This is an optimization exercise on Yosys and OpenROAD, whose aim is small area, not a production implementation. Where RTL was checked, it was by simulation tests only, not by an equivalence proof against the original. Power and IR drop assume default switching activity.

==> flow/design.v (excerpt) <==
module axis_uart_v1_0 #(
	parameter integer BAUD_PRESCALER = 10,
	parameter integer PARITY = 0,
	parameter integer BYTE_SIZE = 8,
	parameter integer STOP_BITS = 0,
	parameter integer FIFO_DEPTH = 16,
	parameter integer FLOW_CONTROL = 1,
	parameter integer DYNAMIC_CONFIG = 1
)
(
	input wire aclk,
	input wire aresetn,
	input wire [23:0]s_axis_config_tdata,
	input wire s_axis_config_tvalid,
	output wire s_axis_config_tready,
	input wire [15:0]s_axis_tdata,
	input wire s_axis_tvalid,
	output wire s_axis_tready,
	output wire [15:0]m_axis_tdata,
	output wire m_axis_tuser,
	output wire m_axis_tvalid,
	input wire m_axis_tready,
	output wire tx,
	input wire rx,
	output wire rts,
	input wire cts
);
genvar gi;
localparam S_IDLE  = 3'd0;
localparam S_START = 3'd1;
localparam S_BYTE  = 3'd2;
localparam S_PAR   = 3'd3;
localparam S_STOP  = 3'd4;
localparam S_END   = 3'd5;
localparam S_END2  = 3'd6;	 
reg [15:0]prescaler;
reg [2:0]parity;
reg [3:0]byte_size;
reg stop_bits;
reg [2:0]tx_state;
reg [2:0]rx_state;
wire tx_idle = (tx_state == S_IDLE);
wire rx_idle = (rx_state == S_IDLE);
assign s_axis_config_tready = tx_idle & rx_idle;
always @(posedge aclk) begin
	if (!aresetn) begin
		prescaler <= BAUD_PRESCALER;
		parity <= PARITY;
		byte_size <= BYTE_SIZE;
		stop_bits <= STOP_BITS;
	end else if (s_axis_config_tvalid & tx_idle & rx_idle) begin
		prescaler <= s_axis_config_tdata[15:0];
		parity <= s_axis_config_tdata[18:16];
		byte_size <= s_axis_config_tdata[22:19];
		stop_bits <= s_axis_config_tdata[23];
	end
end
wire par_none = (parity == 3'd0);
wire par_calc = (parity == 3'd1) | (parity == 3'd2);	 
wire par_init1 = (parity == 3'd2) | (parity == 3'd3);	 
wire par_init0 = (parity == 3'd1) | (parity == 3'd4);	 
reg [16*15-1:0]tf_mem;
reg [4:0]tf_cnt;
reg tx_m_ready;
wire tf_valid = |tf_cnt;
wire tf_wr = s_axis_tvalid & ~tf_cnt[4];
wire tf_rd = tf_valid & tx_m_ready;
wire [15:0]tf_sel;
wire [14:0]tf_dout;
generate for (gi = 0; gi < 16; gi = gi + 1) begin : g_tfsel
	assign tf_sel[gi] = (tf_cnt == gi + 1);
end endgenerate
uart_rd_mux #(.W(15)) tf_rdmux (.mem(tf_mem), .sel(tf_sel), .y(tf_dout));
assign s_axis_tready = ~tf_cnt[4];
wire [16*15-1:0]tf_mem_nx;
uart_hold_mux #(.W(16*15)) tf_hold (
  ...
clock: 8.0 ns
lec_check: 0
cap_margin: 20
core_margin: 2
core_utilization: 70
place_density: 0.75
slew_margin: 20
synth_hierarchical: 1
standard.sh (not shown) runs the stock make flow with config.mk's settings and CLKGATE_MAP_FILE= SYNTH_SCRIPT=/design/flow/synth_recipe.tcl, a recipe that flattens the netlist after the stock synthesis.
==> flow/flow/run.sh <==
#!/bin/bash
# Standard ORFS layout (the standard.sh) with two changes: port buffers use
# the smallest buffer, and clock tree synthesis uses no dummy loads and small
# clusters of small clock buffers.
set -euo pipefail
export BUFFER_PORTS_ARGS="-buffer_cell sky130_fd_sc_hd__buf_1"
export CTS_ARGS="-sink_clustering_enable -repair_clock_nets -dont_use_dummy_load -buf_list sky130_fd_sc_hd__clkbuf_4 -sink_clustering_size 10 -sink_clustering_max_diameter 45"
bash standard.sh > standard_flow.log 2>&1
The starting point finished with timing, DRC and antenna clean.
Then changed:
--- a/flow/design.v
+++ b/flow/design.v
@@ -71,41 +71,42 @@
 genvar gi;
 localparam S_IDLE  = 3'd0;
 localparam S_START = 3'd1;
 localparam S_BYTE  = 3'd2;
 localparam S_PAR   = 3'd3;
 localparam S_STOP  = 3'd4;
 localparam S_END   = 3'd5;
 localparam S_END2  = 3'd6;	 
 reg [15:0]prescaler;
 reg [2:0]parity;
 reg [3:0]byte_size;
 reg stop_bits;
+localparam [23:0] CFG_INV = (STOP_BITS << 23) | (BYTE_SIZE << 19) | (PARITY << 16) | BAUD_PRESCALER;
+reg [23:0]cfg_q;
+wire [23:0]cfg_nx;
 reg [2:0]tx_state;
 reg [2:0]rx_state;
 wire tx_idle = (tx_state == S_IDLE);
 wire rx_idle = (rx_state == S_IDLE);
 assign s_axis_config_tready = tx_idle & rx_idle;
+wire cfg_load = s_axis_config_tvalid & tx_idle & rx_idle;
+uart_hold_mux #(.W(24)) cfg_hold (
+	.q(cfg_q), .d(s_axis_config_tdata ^ CFG_INV),
+	.s(cfg_load & aresetn), .sn(~cfg_load & aresetn), .y(cfg_nx)
+);
 always @(posedge aclk) begin
-	if (!aresetn) begin
-		prescaler <= BAUD_PRESCALER;
-		parity <= PARITY;
-		byte_size <= BYTE_SIZE;
-		stop_bits <= STOP_BITS;
-	end else if (s_axis_config_tvalid & tx_idle & rx_idle) begin
-		prescaler <= s_axis_config_tdata[15:0];
-		parity <= s_axis_config_tdata[18:16];
-		byte_size <= s_axis_config_tdata[22:19];
-		stop_bits <= s_axis_config_tdata[23];
-	end
+	cfg_q <= cfg_nx;
+end
+always @(*) begin
+	{stop_bits, byte_size, parity, prescaler} = cfg_q ^ CFG_INV;
 end
 wire par_none = (parity == 3'd0);
 wire par_calc = (parity == 3'd1) | (parity == 3'd2);	 
 wire par_init1 = (parity == 3'd2) | (parity == 3'd3);	 
 wire par_init0 = (parity == 3'd1) | (parity == 3'd4);	 
 reg [16*15-1:0]tf_mem;
 reg [4:0]tf_cnt;
 reg tx_m_ready;
 wire tf_valid = |tf_cnt;
 wire tf_wr = s_axis_tvalid & ~tf_cnt[4];
 wire tf_rd = tf_valid & tx_m_ready;
 wire [15:0]tf_sel;
@@ -208,27 +209,30 @@
 		end
 		default: begin	 
 			if (!tx_m_ready) begin
 				tx_m_ready <= 1'b1;
 			end else begin
 				tx_m_ready <= 1'b0;
 				tx_state <= tf_valid ? S_START : S_IDLE;
 			end
 		end
 		endcase
 	end
 end
+wire [14:0]tx_data_nx;
+uart_hold_mux #(.W(15)) tx_data_hold (
+	.q(tx_data), .d(tf_dout), .s(tf_rd), .sn(~tf_rd), .y(tx_data_nx)
+);
 always @(posedge aclk) begin
-	if (tf_rd)
-		tx_data <= tf_dout;
+	tx_data <= tx_data_nx;
 end
 always @(posedge aclk) begin
 	if (!aresetn) begin
 		txd_out <= 1'b0;
 	end else begin
 		case (tx_state)
 		S_START: txd_out <= 1'b0;
 		S_BYTE:  txd_out <= tx_bit;
 		S_PAR:   txd_out <= tx_par;
 		default: txd_out <= 1'b1;
 		endcase
 	end
Result: The changed run finished clean. Total power went up by about 1.8%. Via count stays flat. Clock-buffer cell count increases by 1. Non-clock buffer count grows by 6. Fmax falls by 4.1%. Setup slack got worse by 240 ps. Routed wire length falls by 2.1%. Register-to-register slack is worse by 240 ps.


The RTL this note starts from:
==> flow/design.v <==
`timescale 1ns / 1ps
module axis_uart_v1_0 #(
	parameter integer BAUD_PRESCALER = 10,
	parameter integer PARITY = 0,
	parameter integer BYTE_SIZE = 8,
	parameter integer STOP_BITS = 0,
	parameter integer FIFO_DEPTH = 16,
	parameter integer FLOW_CONTROL = 1,
	parameter integer DYNAMIC_CONFIG = 1
)
(
	input wire aclk,
	input wire aresetn,
	input wire [23:0]s_axis_config_tdata,
	input wire s_axis_config_tvalid,
	output wire s_axis_config_tready,
	input wire [15:0]s_axis_tdata,
	input wire s_axis_tvalid,
	output wire s_axis_tready,
	output wire [15:0]m_axis_tdata,
	output wire m_axis_tuser,
	output wire m_axis_tvalid,
	input wire m_axis_tready,
	output wire tx,
	input wire rx,
	output wire rts,
	input wire cts
);
localparam S_IDLE  = 3'd0;
localparam S_START = 3'd1;
localparam S_BYTE  = 3'd2;
localparam S_PAR   = 3'd3;
localparam S_STOP  = 3'd4;
localparam S_END   = 3'd5;
localparam S_END2  = 3'd6;	 
reg [15:0]prescaler;
reg [2:0]parity;
reg [3:0]byte_size;
reg stop_bits;
reg [2:0]tx_state;
reg [2:0]rx_state;
wire tx_idle = (tx_state == S_IDLE);
wire rx_idle = (rx_state == S_IDLE);
assign s_axis_config_tready = tx_idle & rx_idle;
always @(posedge aclk) begin
	if (!aresetn) begin
		prescaler <= BAUD_PRESCALER;
		parity <= PARITY;
		byte_size <= BYTE_SIZE;
		stop_bits <= STOP_BITS;
	end else if (s_axis_config_tvalid & tx_idle & rx_idle) begin
		prescaler <= s_axis_config_tdata[15:0];
		parity <= s_axis_config_tdata[18:16];
		byte_size <= s_axis_config_tdata[22:19];
		stop_bits <= s_axis_config_tdata[23];
	end
end
wire par_none = (parity == 3'd0);
wire par_calc = (parity == 3'd1) | (parity == 3'd2);	 
wire par_init1 = (parity == 3'd2) | (parity == 3'd3);	 
wire par_init0 = (parity == 3'd1) | (parity == 3'd4);	 
reg [16*15-1:0]tf_mem;
reg [4:0]tf_cnt;
reg tx_m_ready;
wire tf_valid = |tf_cnt;
wire tf_wr = s_axis_tvalid & ~tf_cnt[4];
wire tf_rd = tf_valid & tx_m_ready;
reg [14:0]tf_dout;
integer k;
always @(*) begin
	tf_dout = 15'd0;
	for (k = 0; k < 16; k = k + 1)
		tf_dout = tf_dout | (tf_mem[k*15 +: 15] & {15{tf_cnt == k + 1}});
end
assign s_axis_tready = ~tf_cnt[4];
always @(posedge aclk) begin
	tf_mem <= (tf_mem & {240{~tf_wr}}) | ({tf_mem[15*15-1:0], s_axis_tdata[14:0]} & {240{tf_wr}});
end
always @(posedge aclk) begin
	if (!aresetn)
		tf_cnt <= 5'd0;
	else
		tf_cnt <= tf_cnt + {4'd0, tf_wr} - {4'd0, tf_rd};
end
reg [15:0]tx_pcnt;
wire [15:0]tx_pcnt_inc = tx_pcnt + 16'd1;
wire tx_stb = (tx_pcnt_inc == prescaler);
wire tx_pre_en = ~tx_idle & ~((tx_state == S_END) & tx_m_ready);
always @(posedge aclk) begin
	if (!aresetn | ~tx_pre_en | tx_stb)
		tx_pcnt <= 16'd0;
	else
		tx_pcnt <= tx_pcnt_inc;
end
reg [14:0]tx_data;
reg [3:0]tx_cnt;
reg tx_par;
reg txd_out;
wire [3:0]tx_cnt_inc = tx_cnt + 4'd1;
wire tx_bit = tx_data[tx_cnt];
assign tx = txd_out;
always @(posedge aclk) begin
	if (!aresetn) begin
		tx_m_ready <= 1'b0;
		tx_cnt <= 4'd0;
		tx_state <= S_IDLE;
	end else begin
		case (tx_state)
		S_IDLE: begin
			if (!tx_m_ready) begin
				if (!cts)
					tx_m_ready <= 1'b1;
			end else if (tf_valid) begin
				tx_m_ready <= 1'b0;
				tx_state <= S_START;
			end
		end
		S_START: begin
			if (tx_stb)
				tx_state <= S_BYTE;
		end
		S_BYTE: begin
			if (tx_stb) begin
				if (tx_cnt_inc == byte_size) begin
					tx_cnt <= 4'd0;
					tx_state <= par_none ? S_STOP : S_PAR;
				end else begin
					tx_cnt <= tx_cnt_inc;
				end
			end
		end
		S_PAR: begin
			if (tx_stb)
				tx_state <= S_STOP;
		end
		S_STOP: begin
			if (tx_stb) begin
				if (!stop_bits) begin
					tx_state <= S_END;
				end else if (tx_cnt[0]) begin
					tx_cnt <= 4'd0;
					tx_state <= S_END;
				end else begin
					tx_cnt <= 4'd1;
				end
			end
		end
		default: begin	 
			if (!tx_m_ready) begin
				tx_m_ready <= 1'b1;
			end else begin
				tx_m_ready <= 1'b0;
				tx_state <= tf_valid ? S_START : S_IDLE;
			end
		end
		endcase
	end
end
always @(posedge aclk) begin
	if (tf_rd)
		tx_data <= tf_dout;
end
always @(posedge aclk) begin
	if (!aresetn) begin
		txd_out <= 1'b0;
	end else begin
		case (tx_state)
		S_START: txd_out <= 1'b0;
		S_BYTE:  txd_out <= tx_bit;
		S_PAR:   txd_out <= tx_par;
		default: txd_out <= 1'b1;
		endcase
	end
end
always @(posedge aclk) begin
	if (tx_state == S_BYTE) begin
		if (tx_stb & par_calc)
			tx_par <= tx_par ^ tx_bit;
	end else if (tx_state != S_PAR) begin
		if (par_init1)
			tx_par <= 1'b1;
		else if (par_init0)
			tx_par <= 1'b0;
	end
end
reg rxd_in;
reg rxd_d;
reg rtsn_out;
wire rx_fall = ~rxd_in & rxd_d;
reg [16*16-1:0]rf_mem;
reg [4:0]rf_cnt;
wire rf_valid = |rf_cnt;
wire rf_wr = (rx_state == S_END2) & ~rf_cnt[4];
wire rf_rd = rf_valid & m_axis_tready;
reg [15:0]rf_dout;
always @(*) begin
	rf_dout = 16'd0;
	for (k = 0; k < 16; k = k + 1)
		rf_dout = rf_dout | (rf_mem[k*16 +: 16] & {16{rf_cnt == k + 1}});
end
assign m_axis_tvalid = rf_valid;
assign m_axis_tdata = {1'b0, rf_dout[14:0]};
assign m_axis_tuser = rf_dout[15];
assign rts = rtsn_out;
reg [14:0]rx_data;
reg rx_par;
reg rx_par_rcv;
always @(posedge aclk) begin
	rf_mem <= (rf_mem & {256{~rf_wr}}) | ({rf_mem[15*16-1:0], rx_par ^ rx_par_rcv, rx_data} & {256{rf_wr}});
end
always @(posedge aclk) begin
	if (!aresetn)
		rf_cnt <= 5'd0;
	else
		rf_cnt <= rf_cnt + {4'd0, rf_wr} - {4'd0, rf_rd};
end
always @(posedge aclk) begin
	if (!aresetn) begin
		rxd_in <= 1'b0;
		rtsn_out <= 1'b1;
	end else begin
		rxd_in <= rx;
		rtsn_out <= (rf_cnt >= 5'd15);
	end
	rxd_d <= rxd_in;
end
reg rx_pre_en;
reg [15:0]rx_pcnt;
wire [15:0]rx_pcnt_inc = rx_pcnt + 16'd1;
wire rx_stb = (rx_pcnt_inc == prescaler);
wire rx_half = (rx_pcnt_inc == {1'b0, prescaler[15:1]});
always @(posedge aclk) begin
	if (!aresetn | ~rx_pre_en | rx_stb)
		rx_pcnt <= 16'd0;
	else
		rx_pcnt <= rx_pcnt_inc;
end
reg [15:0]bit_cnt;
wire bit_rec = (bit_cnt >= {1'b0, prescaler[15:1]});
always @(posedge aclk) begin
	if (!aresetn | rx_idle | rx_stb)
		bit_cnt <= 16'd0;
	else
		bit_cnt <= bit_cnt + {15'd0, rxd_in};
end
reg [3:0]rx_cnt;
wire [3:0]rx_cnt_inc = rx_cnt + 4'd1;
always @(posedge aclk) begin
	if (!aresetn) begin
		rx_pre_en <= 1'b0;
		rx_par_rcv <= 1'b0;
		rx_state <= S_IDLE;
	end else begin
		case (rx_state)
		S_IDLE: begin
			rx_pre_en <= rx_fall;
			if (rx_fall)
				rx_state <= S_START;
		end
		S_START: begin
			if (rx_stb)
				rx_state <= bit_rec ? S_IDLE : S_BYTE;
		end
		S_BYTE: begin
			if (rx_stb & (rx_cnt_inc == byte_size))
				rx_state <= par_none ? S_STOP : S_PAR;
		end
		S_PAR: begin
			if (rx_stb) begin
				rx_par_rcv <= bit_rec;
				rx_state <= S_STOP;
			end
		end
		S_STOP: begin
			if (rx_half)
				rx_state <= S_END;
		end
		S_END: begin
			rx_pre_en <= 1'b0;
			rx_state <= S_END2;
		end
		default: begin	 
			rx_pre_en <= 1'b0;
			rx_state <= S_IDLE;
		end
		endcase
	end
end
always @(posedge aclk) begin
	if (rx_state == S_START) begin
		rx_cnt <= 4'd0;
	end else if ((rx_state == S_BYTE) & rx_stb) begin
		rx_cnt <= rx_cnt_inc;
	end
end
integer i;
always @(posedge aclk) begin
	if ((rx_state == S_START) & rx_stb) begin
		rx_data <= 15'd0;
	end else if ((rx_state == S_BYTE) & rx_stb) begin
		for (i = 0; i < 15; i = i + 1)
			if (rx_cnt == i)
				rx_data[i] <= bit_rec;
	end
end
always @(posedge aclk) begin
	if (!aresetn) begin
		rx_par <= 1'b0;
	end else begin
		case (rx_state)
		S_BYTE: begin
			if (rx_stb & par_calc)
				rx_par <= rx_par ^ bit_rec;
		end
		S_PAR, S_STOP, S_END, S_END2: ;
		default: begin
			if (par_init1)
				rx_par <= 1'b1;
			else if (par_init0)
				rx_par <= 1'b0;
		end
		endcase
	end
end
endmodule
clock: 8.0 ns
lec_check: 0
cap_margin: 20
core_margin: 2
core_utilization: 60
slew_margin: 20
==> flow/flow/run.sh <==
#!/bin/bash
# Standard ORFS layout with two changes: port buffers use the smallest buffer,
# and clock tree synthesis uses no dummy loads and smaller clusters.
set -euo pipefail
export BUFFER_PORTS_ARGS="-buffer_cell sky130_fd_sc_hd__buf_1"
export CTS_ARGS="-sink_clustering_enable -repair_clock_nets -dont_use_dummy_load -buf_list sky130_fd_sc_hd__clkbuf_8 -sink_clustering_size 16 -sink_clustering_max_diameter 50"
bash standard.sh > standard_flow.log 2>&1
Change:
--- a/flow/design.v
+++ b/flow/design.v
@@ -26,6 +26,7 @@
 	output wire rts,
 	input wire cts
 );
+genvar gi;
 localparam S_IDLE  = 3'd0;
 localparam S_START = 3'd1;
 localparam S_BYTE  = 3'd2;
@@ -76,14 +77,28 @@
 always @(posedge aclk) begin
 	tf_mem <= (tf_mem & {240{~tf_wr}}) | ({tf_mem[15*15-1:0], s_axis_tdata[14:0]} & {240{tf_wr}});
 end
+wire [5:0]tf_up, tf_dn;
+wire [4:0]tf_t;
+assign tf_up[0] = tf_wr & ~tf_rd;
+assign tf_dn[0] = tf_rd & ~tf_wr;
+generate for (gi = 0; gi < 5; gi = gi + 1) begin : g_tfcnt
+	assign tf_up[gi+1] = tf_up[gi] & tf_cnt[gi];
+	assign tf_dn[gi+1] = tf_dn[gi] & ~tf_cnt[gi];
+	assign tf_t[gi] = tf_up[gi] | tf_dn[gi];
+end endgenerate
 always @(posedge aclk) begin
 	if (!aresetn)
 		tf_cnt <= 5'd0;
 	else
-		tf_cnt <= tf_cnt + {4'd0, tf_wr} - {4'd0, tf_rd};
+		tf_cnt <= tf_cnt ^ tf_t;
 end
 reg [15:0]tx_pcnt;
-wire [15:0]tx_pcnt_inc = tx_pcnt + 16'd1;
+wire [16:0]tx_c;
+assign tx_c[0] = 1'b1;
+generate for (gi = 0; gi < 16; gi = gi + 1) begin : g_txinc
+	assign tx_c[gi+1] = tx_c[gi] & tx_pcnt[gi];
+end endgenerate
+wire [15:0]tx_pcnt_inc = tx_pcnt ^ tx_c[15:0];
 wire tx_stb = (tx_pcnt_inc == prescaler);
 wire tx_pre_en = ~tx_idle & ~((tx_state == S_END) & tx_m_ready);
 always @(posedge aclk) begin
@@ -208,11 +223,20 @@
 always @(posedge aclk) begin
 	rf_mem <= (rf_mem & {256{~rf_wr}}) | ({rf_mem[15*16-1:0], rx_par ^ rx_par_rcv, rx_data} & {256{rf_wr}});
 end
+wire [5:0]rf_up, rf_dn;
+wire [4:0]rf_t;
+assign rf_up[0] = rf_wr & ~rf_rd;
+assign rf_dn[0] = rf_rd & ~rf_wr;
+generate for (gi = 0; gi < 5; gi = gi + 1) begin : g_rfcnt
+	assign rf_up[gi+1] = rf_up[gi] & rf_cnt[gi];
+	assign rf_dn[gi+1] = rf_dn[gi] & ~rf_cnt[gi];
+	assign rf_t[gi] = rf_up[gi] | rf_dn[gi];
+end endgenerate
 always @(posedge aclk) begin
 	if (!aresetn)
 		rf_cnt <= 5'd0;
 	else
-		rf_cnt <= rf_cnt + {4'd0, rf_wr} - {4'd0, rf_rd};
+		rf_cnt <= rf_cnt ^ rf_t;
 end
 always @(posedge aclk) begin
 	if (!aresetn) begin
@@ -226,9 +250,16 @@
 end
 reg rx_pre_en;
 reg [15:0]rx_pcnt;
-wire [15:0]rx_pcnt_inc = rx_pcnt + 16'd1;
-wire rx_stb = (rx_pcnt_inc == prescaler);
-wire rx_half = (rx_pcnt_inc == {1'b0, prescaler[15:1]});
+wire rx_step2 = (rx_state == S_STOP);
+wire [16:0]rx_c;
+assign rx_c[0] = 1'b1;
+assign rx_c[1] = rx_step2 | rx_pcnt[0];
+generate for (gi = 1; gi < 16; gi = gi + 1) begin : g_rxinc
+	assign rx_c[gi+1] = rx_c[gi] & rx_pcnt[gi];
+end endgenerate
+wire [15:0]rx_pcnt_inc = {rx_pcnt[15:1] ^ rx_c[15:1], rx_pcnt[0] ^ ~rx_step2};
+wire rx_half = (rx_pcnt_inc[15:1] == prescaler[15:1]);
+wire rx_stb = rx_half & (rx_pcnt_inc[0] == prescaler[0]);
 always @(posedge aclk) begin
 	if (!aresetn | ~rx_pre_en | rx_stb)
 		rx_pcnt <= 16'd0;
@@ -236,12 +267,23 @@
 		rx_pcnt <= rx_pcnt_inc;
 end
 reg [15:0]bit_cnt;
-wire bit_rec = (bit_cnt >= {1'b0, prescaler[15:1]});
+wire [16:0]bc_c;
+assign bc_c[0] = rxd_in;
+generate for (gi = 0; gi < 16; gi = gi + 1) begin : g_bcinc
+	assign bc_c[gi+1] = bc_c[gi] & bit_cnt[gi];
+end endgenerate
+wire [16:0]bc_g;
+wire [15:0]bc_thr = {1'b0, prescaler[15:1]};
+assign bc_g[0] = 1'b1;
+generate for (gi = 0; gi < 16; gi = gi + 1) begin : g_bcge
+	assign bc_g[gi+1] = (bit_cnt[gi] & ~bc_thr[gi]) | (bit_cnt[gi] & bc_g[gi]) | (~bc_thr[gi] & bc_g[gi]);
+end endgenerate
+wire bit_rec = bc_g[16];
 always @(posedge aclk) begin
 	if (!aresetn | rx_idle | rx_stb)
 		bit_cnt <= 16'd0;
 	else
-		bit_cnt <= bit_cnt + {15'd0, rxd_in};
+		bit_cnt <= bit_cnt ^ bc_c[15:0];
 end
 reg [3:0]rx_cnt;
 wire [3:0]rx_cnt_inc = rx_cnt + 4'd1;
Sequential power went down by about 3%.
Routed wire length went down by about 7%.
Worst hold slack gets better by 0.029 ns.
Power went down by about 3.3%.
Final area went down by about 3.2%.
Die area went down by about 4%.
Cell count went down by about 7%.
First-iteration DRC count went down by about 22%.
Core utilization went up by 0.95 points.
Area after synthesis went down by 4.0%.
Count of clock-buffer cells in the layout does not change.
For the first run of this note, only the layout was checked, not whether the RTL still works.

re-timing with driven ports:
No port has a modelled driver above. Below, the same layouts with a new extraction and two added sets of constraints. Step 1 sets driving cells, clkbuf_16 on the clock port and buf_2 on the other inputs (assumed; they add their load-dependent delay and slew). Step 2 times the ports against the registers' clock, not the clock port: input delays grow and output delays shrink by t, the midpoint of the rising clock arrivals with the driver on. Three values: no drivers, after step 1, after step 2; two values: the first two.
run | shift t [ns] | setup WS [ns] | worst setup path after step 2
the first run of note 1 | 0.804 | 2.313 / 2.313 / 2.313 | register to register
the second run of note 1 | 0.810 | 2.072 / 2.072 / 2.072 | register to register
the first run of note 2 | 0.680 | 3.232 / 3.178 / 3.859 | register to output
the second run of note 2 | 0.689 | 2.261 / 2.261 / 2.261 | register to register
After both steps every run listed still meets setup and hold.
